This is an optimization exercise on Yosys and OpenROAD, whose aim is small area, not a production implementation.
In this exercise RTL edits were held to simulation tests only and were not proved equivalent to the original.
The clock input has no modelled driver; a real chip could not lean on it and would need a root buffer or a full tree.
Power figures rest on the tool's default switching activity, not on a simulated workload.

==> module us_sensor, before the edit <==
module us_sensor(echo,trigger,ss,en,clk,rst);
input clk,echo,rst;
output reg trigger;
output [7:0] ss;
output [2:0] en;
localparam [23:0] TRG_A   = 24'h566bcb;
localparam [23:0] TRG_B   = 24'h566bca;
localparam [23:0] TRG_X   = 24'hea8a91;
localparam [23:0] TRG_M   = ~24'h000520;
localparam [23:0] TRG_POL = 24'haaaaaa;
reg  [23:0] trg_q;
wire [23:0] trg_s   = trg_q ^ TRG_POL;
wire        trg_end = ((trg_s & TRG_M) == (TRG_X & TRG_M));
wire        trg_ld  = rst | trg_end;
wire [23:0] trg_v   = (rst | ~trigger) ? TRG_A : TRG_B;
wire [23:0] trg_n   = trg_ld ? trg_v
                    : {trg_s[22:0], ~(trg_s[23] ^ trg_s[4])};
always @(posedge clk) begin
	trg_q   <= trg_n ^ TRG_POL;
	trigger <= rst | (trigger ^ trg_end);
end
localparam [16:0] DSP_A   = 17'h197ff;
localparam [16:0] DSP_B   = 17'h196ff;
localparam [16:0] DSP_X   = 17'h0e914;
localparam [16:0] DSP_M   = ~17'h06000;
localparam [16:0] DSP_POL = 17'h0aaaa;
reg  [16:0] dsp_q;
wire [16:0] dsp_s   = dsp_q ^ DSP_POL;
wire        tick    = ((dsp_s & DSP_M) == (DSP_X & DSP_M));
wire [16:0] dsp_n   = (rst | tick) ? (rst ? DSP_A : DSP_B)
                    : {dsp_s[15:0], ~(dsp_s[16] ^ dsp_s[13])};
always @(posedge clk)
	dsp_q <= dsp_n ^ DSP_POL;
localparam [12:0] GAP_X   = 13'h15fb;
localparam [12:0] GAP_M   = ~13'h0101;    
localparam [12:0] GAP_POL = 13'h0aaa;
reg  [12:0] gap_q;
reg  [4:0]  ph;
wire        ph_long = ~ph[0] & ~ph[1];    
wire        ph_first = ph[0] & ph[1];     
wire [4:0]  ph_adv;
assign ph_adv[0] = ~ph[0] & ~ph[1];
assign ph_adv[1] = (ph[0] & ~ph[1] & ~ph[4]) | (ph[0] & ~ph[2]);
assign ph_adv[2] = (~ph[1] & ph[2] & ~ph[4]) | (~ph[0] & ph[2] & ph[4]) | (ph[1] & ~ph[2]);
assign ph_adv[3] = (~ph[2] & ph[3]) | (~ph[0] & ph[1] & ph[2] & ~ph[3]) | (~ph[1] & ph[3]);
assign ph_adv[4] = (ph[1] & ph[2] & ph[3]) | (~ph[0] & ph[4]) | (~ph[2] & ph[4]);
wire [12:0] gap_s   = gap_q ^ GAP_POL;
wire        gap_end = ((gap_s & GAP_M) == (GAP_X & GAP_M));
wire        gap_ld  = rst | ~echo | gap_end;
wire [12:0] gap_n   = gap_ld ? {12'd0, ~(ph_long & echo & ~rst)}
                    : {gap_s[11:0], ~(gap_s[12] ^ gap_s[2])};
always @(posedge clk) begin
	gap_q <= gap_n ^ GAP_POL;
	if (rst | ~echo)
		ph <= 5'd7;
	else if (gap_end)
		ph <= ph_adv;
end
reg  [3:0] r0, r1, r2;
wire r_clr = rst | (echo & ph_first & ~gap_end);
wire r_inc = echo & gap_end;
wire [3:0] t0 = {r_inc & r0[0] & (r0[3] | (r0[2] & r0[1])), r_inc & r0[0] & r0[1], r_inc & r0[0] & ~r0[3], r_inc};
wire       c0 = r_inc & r0[0] & r0[3];
wire [3:0] t1 = {c0 & r1[0] & (r1[3] | (r1[2] & r1[1])), c0 & r1[0] & r1[1], c0 & r1[0] & ~r1[3], c0};
wire       c1 = c0 & r1[0] & r1[3];
wire [3:0] t2 = {c1 & r2[0] & r2[1] & r2[2], c1 & r2[0] & r2[1], c1 & r2[0], c1};
wire [3:0] r0_n = (r0 ^ t0) & {4{~r_clr}};
wire [3:0] r1_n = (r1 ^ t1) & {4{~r_clr}};
wire [3:0] r2_n = (r2 ^ t2) & {4{~r_clr}};
reg [3:0] d0, d1, d2;
always @(posedge clk) begin
	r0 <= r0_n; r1 <= r1_n; r2 <= r2_n;
	if (rst | ~echo) begin
		d0 <= r0_n; d1 <= r1_n; d2 <= r2_n;
	end
end
reg  [1:0] pos;
reg  [3:0] dig;
wire [1:0] pos_n = {pos[1] ^ pos[0], ~pos[0] | pos[1]};    
always @(posedge clk) begin
	if (rst) begin
		pos <= 0;
		dig <= 4'd8;
	end else if (tick) begin
		pos <= pos_n;
		case (pos_n)
			2'd1: if (!(d2[3] & d2[1])) dig <= d2;    
			2'd2: dig <= d1;
			default: dig <= d0;
		endcase
	end
end
assign en = {pos[1] ^ pos[0], pos[0], pos[1]};
wire [6:0] seg;
assign seg[0] = (dig == 4'd1) | (dig == 4'd4) | (dig == 4'd10) | (dig == 4'd12) | (dig == 4'd14);
assign seg[1] = (dig == 4'd5) | (dig == 4'd6);
assign seg[2] = 1'b0;
assign seg[3] = (dig == 4'd1) | (dig == 4'd2) | (dig == 4'd4) | (dig == 4'd7) | (dig == 4'd12) | (dig == 4'd13) | (dig == 4'd14) | (dig == 4'd15);
assign seg[4] = (dig == 4'd1) | (dig == 4'd3) | (dig == 4'd4) | (dig == 4'd5) | (dig == 4'd7) | (dig == 4'd9) | (dig == 4'd10) | (dig == 4'd11);
assign seg[5] = (dig == 4'd1) | (dig == 4'd2) | (dig == 4'd3) | (dig == 4'd7);
assign seg[6] = (dig == 4'd0) | (dig == 4'd1) | (dig == 4'd7);
assign ss = {1'b1, seg};
endmodule
==> flow/config.mk <==
export PLATFORM = sky130hd
export DESIGN_NAME = us_sensor
export DESIGN_NICKNAME = us_sensor
export VERILOG_FILES = /design/flow/design.v
export SDC_FILE = /design/flow/constraint.sdc
export NUM_CORES = 4
export LEC_CHECK = 0
export CAP_MARGIN = 10
export CORE_MARGIN = 2
export CORE_UTILIZATION = 40
export PLACE_DENSITY = 0.6
export SLEW_MARGIN = 10
==> flow/constraint.sdc <==
create_clock -name core_clock -period 30.0 [get_ports {clk}]
set_input_delay 6.0000 -clock core_clock [delete_from_list [all_inputs] [get_ports {clk}]]
set_output_delay 6.0000 -clock core_clock [all_outputs]
set_load 0.01 [all_outputs]
standard.sh (not shown) runs the stock make flow with config.mk's settings and CLKGATE_MAP_FILE= SYNTH_SCRIPT=/design/flow/synth_recipe.tcl, a recipe that flattens the netlist after the stock synthesis.
==> flow/flow/run.sh <==
#!/bin/bash
# Layout flow: the standard flow (standard.sh) with these changes:
#  - synthesis is the standard flow's (synth_recipe.tcl and ORFS synth.tcl) with only
#    ABC's mapping script replaced by an area-oriented one (abc_area.script),
#  - port buffers are buf_1 (BUFFER_PORTS_ARGS),
#  - after the floorplan, every combinational cell that synthesis upsized is
#    replaced by the smallest cell of the same function (downsize.tcl); the
#    later repair steps fix any slew or load violation this makes,
#  - after CTS, the clock tree is rebuilt as one root buffer feeding one
#    leaf buffer per cluster of nearby registers (clocktree.tcl).
# Each tool's full output is in the ORFS logs under orfs/logs and in
# standard.log here.
set -e
here=$(pwd)
sed "s#^  log_cmd abc {\*}\$abc_args#  set abc_args [lreplace \$abc_args 1 1 $here/flow/abc_area.script]\n&#" \
  $FLOW_HOME/scripts/synth.tcl > $here/synth_abc.tcl
grep -q "flow/abc_area.script" $here/synth_abc.tcl
sed "s#source \$::env(SCRIPTS_DIR)/synth.tcl#source $here/synth_abc.tcl#" synth_recipe.tcl > $here/my_synth.tcl
grep -q "synth_abc.tcl" $here/my_synth.tcl
sed "s#SYNTH_SCRIPT=[^ ]*#SYNTH_SCRIPT=$here/my_synth.tcl#" standard.sh > $here/my_standard.sh
grep -q "my_synth.tcl" $here/my_standard.sh
export BUFFER_PORTS_ARGS="-buffer_cell sky130_fd_sc_hd__buf_1"
export POST_FLOORPLAN_TCL=$here/flow/downsize.tcl
export POST_CTS_TCL=$here/flow/clocktree.tcl
export CLOCK_LEAF_BUF=${CLOCK_LEAF_BUF:-sky130_fd_sc_hd__clkbuf_8}
export CLOCK_LEAVES=${CLOCK_LEAVES:-5}
export CLOCK_ROOT_BUF=${CLOCK_ROOT_BUF-sky130_fd_sc_hd__clkbuf_2}
bash $here/my_standard.sh finish "$@" > standard.log 2>&1
Other scripts of this flow, unchanged in this note and not shown: flow/flow/abc_area.script, flow/flow/clocktree.tcl, flow/flow/downsize.tcl
Then changed:
--- a/flow/design.v
+++ b/flow/design.v
@@ -58,16 +58,16 @@
 end
 reg  [3:0] r0, r1, r2;
 wire r_clr = rst | (echo & ph_first & ~gap_end);
 wire r_inc = echo & gap_end;
-wire [3:0] t0 = {r_inc & r0[0] & (r0[3] | (r0[2] & r0[1])), r_inc & r0[0] & r0[1], r_inc & r0[0] & ~r0[3], r_inc};
-wire       c0 = r_inc & r0[0] & r0[3];
-wire [3:0] t1 = {c0 & r1[0] & (r1[3] | (r1[2] & r1[1])), c0 & r1[0] & r1[1], c0 & r1[0] & ~r1[3], c0};
-wire       c1 = c0 & r1[0] & r1[3];
-wire [3:0] t2 = {c1 & r2[0] & r2[1] & r2[2], c1 & r2[0] & r2[1], c1 & r2[0], c1};
-wire [3:0] r0_n = (r0 ^ t0) & {4{~r_clr}};
-wire [3:0] r1_n = (r1 ^ t1) & {4{~r_clr}};
-wire [3:0] r2_n = (r2 ^ t2) & {4{~r_clr}};
+wire f0 = (~r0[0] & ~r0[1] & r0[3]) | (r0[0] & ~r0[3]);    
+wire f1 = (~r1[0] & ~r1[1] & r1[3]) | (r1[0] & ~r1[3]);
+wire f2 = (~r2[1] & r2[2] & r2[3]) | (r2[0] & ~r2[3]);
+wire c0 = r_inc & ~r0[0] & ~r0[2] & r0[3];                
+wire c1 = c0 & ~r1[0] & ~r1[2] & r1[3];                   
+wire [3:0] r0_n = r_clr ? 4'b0001 : r_inc ? {r0[2:0], f0} : r0;
+wire [3:0] r1_n = r_clr ? 4'b0001 : c0 ? {r1[2:0], f1} : r1;
+wire [3:0] r2_n = r_clr ? 4'b0001 : c1 ? {r2[2:0], f2} : r2;
 reg [3:0] d0, d1, d2;
 always @(posedge clk) begin
 	r0 <= r0_n; r1 <= r1_n; r2 <= r2_n;
 	if (rst | ~echo) begin
@@ -79,25 +79,25 @@
 wire [1:0] pos_n = {pos[1] ^ pos[0], ~pos[0] | pos[1]};    
 always @(posedge clk) begin
 	if (rst) begin
 		pos <= 0;
-		dig <= 4'd8;
+		dig <= 4'b0100;    
 	end else if (tick) begin
 		pos <= pos_n;
 		case (pos_n)
-			2'd1: if (!(d2[3] & d2[1])) dig <= d2;    
+			2'd1: if (d2 != 4'b0000) dig <= d2;    
 			2'd2: dig <= d1;
 			default: dig <= d0;
 		endcase
 	end
 end
 assign en = {pos[1] ^ pos[0], pos[0], pos[1]};
 wire [6:0] seg;
-assign seg[0] = (dig == 4'd1) | (dig == 4'd4) | (dig == 4'd10) | (dig == 4'd12) | (dig == 4'd14);
-assign seg[1] = (dig == 4'd5) | (dig == 4'd6);
+assign seg[0] = (dig[0] & dig[1] & ~dig[2]) | (~dig[0] & dig[1] & dig[3]);
+assign seg[1] = (~dig[1] & dig[2] & dig[3]) | (dig[0] & ~dig[2] & dig[3]);
 assign seg[2] = 1'b0;
-assign seg[3] = (dig == 4'd1) | (dig == 4'd2) | (dig == 4'd4) | (dig == 4'd7) | (dig == 4'd12) | (dig == 4'd13) | (dig == 4'd14) | (dig == 4'd15);
-assign seg[4] = (dig == 4'd1) | (dig == 4'd3) | (dig == 4'd4) | (dig == 4'd5) | (dig == 4'd7) | (dig == 4'd9) | (dig == 4'd10) | (dig == 4'd11);
-assign seg[5] = (dig == 4'd1) | (dig == 4'd2) | (dig == 4'd3) | (dig == 4'd7);
-assign seg[6] = (dig == 4'd0) | (dig == 4'd1) | (dig == 4'd7);
+assign seg[3] = (~dig[0] & dig[1]) | (dig[1] & ~dig[3]);
+assign seg[4] = (dig[1] & ~dig[2]) | (dig[1] & dig[3]) | (~dig[0] & dig[3]);
+assign seg[5] = (dig[1] & ~dig[2]) | (dig[0] & dig[2]);
+assign seg[6] = ~dig[2] & ~dig[3];
 assign ss = {1'b1, seg};
 endmodule
The changed run ran to the end with no violations. Utilization barely changes. Routed wire length grows by 6.0%. Setup slack is better by 13 ps. Die area shrinks by 1.1%. Worst hold slack is worse by 3.4 ps. Cell area shrinks by 0.55%. Fmax is about the same. Cell count grows by 2.3%. Sequential power is about the same. Flip-flop and latch count is unchanged. Via count grows by 2.5%. Sequential share of layout area grows by 0.34 points.
In every run of this note, the design's own scripts or RTL, not TritonCTS, make the clock network.


== oak ==
us_sensor, a different RTL version from the one above (not shown whole).
For scale: roughly 90 flip-flops, about 15 I/O pins, about 0.0031 mm2 of cells after synthesis.
==> module us_sensor, before the edit <==
module us_sensor(echo,trigger,ss,en,clk,rst);
input clk,echo,rst;
output reg trigger;
output [7:0] ss;
output [2:0] en;
localparam [23:0] TRG_A   = 24'h1a325c;
localparam [23:0] TRG_X   = 24'h27bfba;
localparam [23:0] TRG_POL = 24'haaaaaa;
reg  [23:0] trg_q;
wire [23:0] trg_s   = trg_q ^ TRG_POL;
wire        trg_end = (trg_s == TRG_X);
wire        trg_ld  = rst | trg_end;
wire [23:0] trg_v   = {TRG_A[23:1], ~rst & trigger};
wire [23:0] trg_n   = trg_ld ? trg_v
                    : {trg_s[22:0], ~(trg_s[23] ^ trg_s[22] ^ trg_s[21] ^ trg_s[16])};
always @(posedge clk) begin
	trg_q   <= trg_n ^ TRG_POL;
	trigger <= rst | (trigger ^ trg_end);
end
localparam [16:0] DSP_B   = 17'h16d96;
localparam [16:0] DSP_X   = 17'h150e9;
localparam [16:0] DSP_POL = 17'h0aaaa;
reg  [16:0] dsp_q;
wire [16:0] dsp_s   = dsp_q ^ DSP_POL;
wire        tick    = (dsp_s == DSP_X);
wire [16:0] dsp_n   = (rst | tick) ? {DSP_B[16:1], rst}
                    : {dsp_s[15:0], ~(dsp_s[16] ^ dsp_s[13])};
always @(posedge clk)
	dsp_q <= dsp_n ^ DSP_POL;
localparam [12:0] GAP_X   = 13'h058f;
localparam [12:0] GAP_POL = 13'h0aaa;
reg  [12:0] gap_q;
reg  [4:0]  ph;
wire        ph_long = ~ph[0] & ~ph[1];    
wire        ph_first = ph[0] & ph[1];     
wire [4:0]  ph_adv;
assign ph_adv[0] = ~ph[0] & ~ph[1];
assign ph_adv[1] = (ph[0] & ~ph[1] & ~ph[4]) | (ph[0] & ~ph[2]);
assign ph_adv[2] = (~ph[1] & ph[2] & ~ph[4]) | (~ph[0] & ph[2] & ph[4]) | (ph[1] & ~ph[2]);
assign ph_adv[3] = (~ph[2] & ph[3]) | (~ph[0] & ph[1] & ph[2] & ~ph[3]) | (~ph[1] & ph[3]);
assign ph_adv[4] = (ph[1] & ph[2] & ph[3]) | (~ph[0] & ph[4]) | (~ph[2] & ph[4]);
wire [12:0] gap_s   = gap_q ^ GAP_POL;
wire        gap_end = (gap_s == GAP_X);
wire        gap_ld  = rst | ~echo | gap_end;
wire [12:0] gap_n   = gap_ld ? {12'd0, ~(ph_long & echo & ~rst)}
                    : {gap_s[11:0], ~(gap_s[12] ^ gap_s[3] ^ gap_s[2] ^ gap_s[0])};
always @(posedge clk) begin
	gap_q <= gap_n ^ GAP_POL;
	if (rst | ~echo)
		ph <= 5'd7;
	else if (gap_end)
		ph <= ph_adv;
end
reg  [3:0] r0, r1, r2;
reg  [3:0] r0_n, r1_n, r2_n;
function [3:0] bcd_inc(input [3:0] b);
	bcd_inc = {b[3] ? ~b[0] : &b[2:0], b[2] ^ (b[1] & b[0]), (b[1] ^ b[0]) & ~b[3], ~b[0]};
endfunction
wire r0_9 = r0[3] & r0[0];
wire r1_9 = r1[3] & r1[0];
always @* begin
	r0_n = r0; r1_n = r1; r2_n = r2;
	if (rst) begin
		r0_n = 0; r1_n = 0; r2_n = 0;
	end else if (echo) begin
		if (gap_end) begin
			r0_n = bcd_inc(r0);
			if (r0_9) r1_n = bcd_inc(r1);
			if (r0_9 & r1_9) r2_n = {r2[3] | (r2[2] & r2[1] & r2[0]), r2[2] ^ (r2[1] & r2[0]), r2[1] ^ r2[0], ~r2[0]};
		end else if (ph_first) begin
			r0_n = 0; r1_n = 0; r2_n = 0;
		end
	end
end
reg [3:0] d0, d1, d2;
always @(posedge clk) begin
	r0 <= r0_n; r1 <= r1_n; r2 <= r2_n;
	if (rst | ~echo) begin
		d0 <= r0_n; d1 <= r1_n; d2 <= r2_n;
	end
end
reg  [1:0] pos;
reg  [3:0] dig;
wire [1:0] pos_n = {pos[1] ^ pos[0], ~pos[0] | pos[1]};    
always @(posedge clk) begin
	if (rst) begin
		pos <= 0;
		dig <= 4'd8;
	end else if (tick) begin
		pos <= pos_n;
		case (pos_n)
			2'd1: if (!(d2[3] & d2[1])) dig <= d2;    
			2'd2: dig <= d1;
			default: dig <= d0;
		endcase
	end
end
assign en = {pos[1] ^ pos[0], pos[0], pos[1]};
wire [6:0] seg;
assign seg[0] = (dig == 4'd1) | (dig == 4'd4) | (dig == 4'd10) | (dig == 4'd12) | (dig == 4'd14);
assign seg[1] = (dig == 4'd5) | (dig == 4'd6);
assign seg[2] = 1'b0;
assign seg[3] = (dig == 4'd1) | (dig == 4'd2) | (dig == 4'd4) | (dig == 4'd7) | (dig == 4'd12) | (dig == 4'd13) | (dig == 4'd14) | (dig == 4'd15);
assign seg[4] = (dig == 4'd1) | (dig == 4'd3) | (dig == 4'd4) | (dig == 4'd5) | (dig == 4'd7) | (dig == 4'd9) | (dig == 4'd10) | (dig == 4'd11);
assign seg[5] = (dig == 4'd1) | (dig == 4'd2) | (dig == 4'd3) | (dig == 4'd7);
assign seg[6] = (dig == 4'd0) | (dig == 4'd1) | (dig == 4'd7);
assign ss = {1'b1, seg};
endmodule
export LEC_CHECK = 0
export CAP_MARGIN = 20
export CORE_MARGIN = 2
export CORE_UTILIZATION = 40
export PLACE_DENSITY = 0.6
export SLEW_MARGIN = 20
create_clock -name core_clock -period 30.0 [get_ports {clk}]
Scripts as last shown in full above: flow/flow/run.sh
Other scripts of this flow, unchanged in this note and not shown: flow/flow/abc_area.script, flow/flow/clocktree.tcl, flow/flow/downsize.tcl
oak: all stages complete, timing, DRC and antenna checks passed
diff inputs: oak => pine
--- a/flow/design.v
+++ b/flow/design.v
@@ -3,16 +3,16 @@
 output reg trigger;
 output [7:0] ss;
 output [2:0] en;
-localparam [23:0] TRG_A   = 24'h1a325c;
-localparam [23:0] TRG_X   = 24'h27bfba;
+localparam [23:0] TRG_A   = 24'h566bcb;
+localparam [23:0] TRG_X   = 24'hea8a91;
 localparam [23:0] TRG_POL = 24'haaaaaa;
 reg  [23:0] trg_q;
 wire [23:0] trg_s   = trg_q ^ TRG_POL;
 wire        trg_end = (trg_s == TRG_X);
 wire        trg_ld  = rst | trg_end;
-wire [23:0] trg_v   = {TRG_A[23:1], ~rst & trigger};
+wire [23:0] trg_v   = {TRG_A[23:1], rst | ~trigger};
 wire [23:0] trg_n   = trg_ld ? trg_v
-                    : {trg_s[22:0], ~(trg_s[23] ^ trg_s[22] ^ trg_s[21] ^ trg_s[16])};
+                    : {trg_s[22:0], ~(trg_s[23] ^ trg_s[4])};
 always @(posedge clk) begin
 	trg_q   <= trg_n ^ TRG_POL;
 	trigger <= rst | (trigger ^ trg_end);
@@ -27,7 +27,7 @@
                     : {dsp_s[15:0], ~(dsp_s[16] ^ dsp_s[13])};
 always @(posedge clk)
 	dsp_q <= dsp_n ^ DSP_POL;
-localparam [12:0] GAP_X   = 13'h058f;
+localparam [12:0] GAP_X   = 13'h15fb;
 localparam [12:0] GAP_POL = 13'h0aaa;
 reg  [12:0] gap_q;
 reg  [4:0]  ph;
@@ -43,7 +43,7 @@
 wire        gap_end = (gap_s == GAP_X);
 wire        gap_ld  = rst | ~echo | gap_end;
 wire [12:0] gap_n   = gap_ld ? {12'd0, ~(ph_long & echo & ~rst)}
-                    : {gap_s[11:0], ~(gap_s[12] ^ gap_s[3] ^ gap_s[2] ^ gap_s[0])};
+                    : {gap_s[11:0], ~(gap_s[12] ^ gap_s[2])};
 always @(posedge clk) begin
 	gap_q <= gap_n ^ GAP_POL;
 	if (rst | ~echo)
@@ -52,26 +52,16 @@
 		ph <= ph_adv;
 end
 reg  [3:0] r0, r1, r2;
-reg  [3:0] r0_n, r1_n, r2_n;
-function [3:0] bcd_inc(input [3:0] b);
-	bcd_inc = {b[3] ? ~b[0] : &b[2:0], b[2] ^ (b[1] & b[0]), (b[1] ^ b[0]) & ~b[3], ~b[0]};
-endfunction
-wire r0_9 = r0[3] & r0[0];
-wire r1_9 = r1[3] & r1[0];
-always @* begin
-	r0_n = r0; r1_n = r1; r2_n = r2;
-	if (rst) begin
-		r0_n = 0; r1_n = 0; r2_n = 0;
-	end else if (echo) begin
-		if (gap_end) begin
-			r0_n = bcd_inc(r0);
-			if (r0_9) r1_n = bcd_inc(r1);
-			if (r0_9 & r1_9) r2_n = {r2[3] | (r2[2] & r2[1] & r2[0]), r2[2] ^ (r2[1] & r2[0]), r2[1] ^ r2[0], ~r2[0]};
-		end else if (ph_first) begin
-			r0_n = 0; r1_n = 0; r2_n = 0;
-		end
-	end
-end
+wire r_clr = rst | (echo & ph_first & ~gap_end);
+wire r_inc = echo & gap_end;
+wire [3:0] t0 = {r_inc & r0[0] & (r0[3] | (r0[2] & r0[1])), r_inc & r0[0] & r0[1], r_inc & r0[0] & ~r0[3], r_inc};
+wire       c0 = r_inc & r0[0] & r0[3];
+wire [3:0] t1 = {c0 & r1[0] & (r1[3] | (r1[2] & r1[1])), c0 & r1[0] & r1[1], c0 & r1[0] & ~r1[3], c0};
+wire       c1 = c0 & r1[0] & r1[3];
+wire [3:0] t2 = {c1 & r2[0] & r2[1] & r2[2], c1 & r2[0] & r2[1], c1 & r2[0], c1};
+wire [3:0] r0_n = (r0 ^ t0) & {4{~r_clr}};
+wire [3:0] r1_n = (r1 ^ t1) & {4{~r_clr}};
+wire [3:0] r2_n = (r2 ^ t2) & {4{~r_clr}};
 reg [3:0] d0, d1, d2;
 always @(posedge clk) begin
 	r0 <= r0_n; r1 <= r1_n; r2 <= r2_n;
## What came out
oak -> pine: ratio of final minimum period to clock period flat
On pine: switching power as a share of total power is 0.47 points lower than what oak gave.
On final RePlAce weighted congestion: pine sits below oak.
pine vs. oak: synthesized cell count went down by 23.
pine vs. oak: maximum operating frequency closely matched the old numbers, smallest hold slack fell 0.0060 ns.
pine: instance count on the critical path is 5 higher than what oak reported.
Diff oak -> pine | count of distinct cell types in the synthesized netlist | decrease of 1
Compared to oak, pine has proportion of layout cells with a drive suffix above 1 0.49 points higher.
Area: pine vs oak -> pine smaller
| worst setup slack | higher: oak |
Compared with oak, pine is the less power-hungry design.
Between oak and pine, share of cell area taken by multi-input logic gates decreased.
In every run of this note, the design's own scripts or RTL, not TritonCTS, make the clock network.

[afterwards: timing with drivers on the ports]
The flow's constraints put no driver on any port. The routed layouts listed below were extracted and timed again, unchanged, in two steps.
Step 1: set_driving_cell puts a clkbuf_16 on clk and a buf_2 on each other input, an assumption about the parent block.
Step 2 adds t to the input delays and takes it off the output delays; t is the mean of the earliest and latest rising clock arrival at the registers after step 1. Input paths then give back, and output paths get back, about the clock's delay inside the block.
a / b / c = ideal ports / drivers / drivers and shift; a / b = the first two.
| run | shift t [ns] | setup slack, ns | hold WS [ns] | worst data-port slew with drivers (ns) |
|---|---|---|---|---|
| the first run of note 1 | 0.474 | 22.404 / 22.393 / 21.935 | 0.374 / 0.374 / 0.374 | 0.03 |
| the second run of note 1 | 0.482 | 22.417 / 22.390 / 22.053 | 0.371 / 0.371 / 0.371 | 0.03 |
| oak | 0.479 | 22.409 / 22.408 / 21.938 | 0.385 / 0.385 / 0.385 | 0.03 |
| pine | 0.469 | 22.387 / 22.394 / 21.926 | 0.379 / 0.379 / 0.379 | 0.03 |
After both steps setup and hold are still met in every run listed. For oak, which loses most, drivers alone change the setup slack by -0.001 ns; drivers and shift together by -0.471 ns.
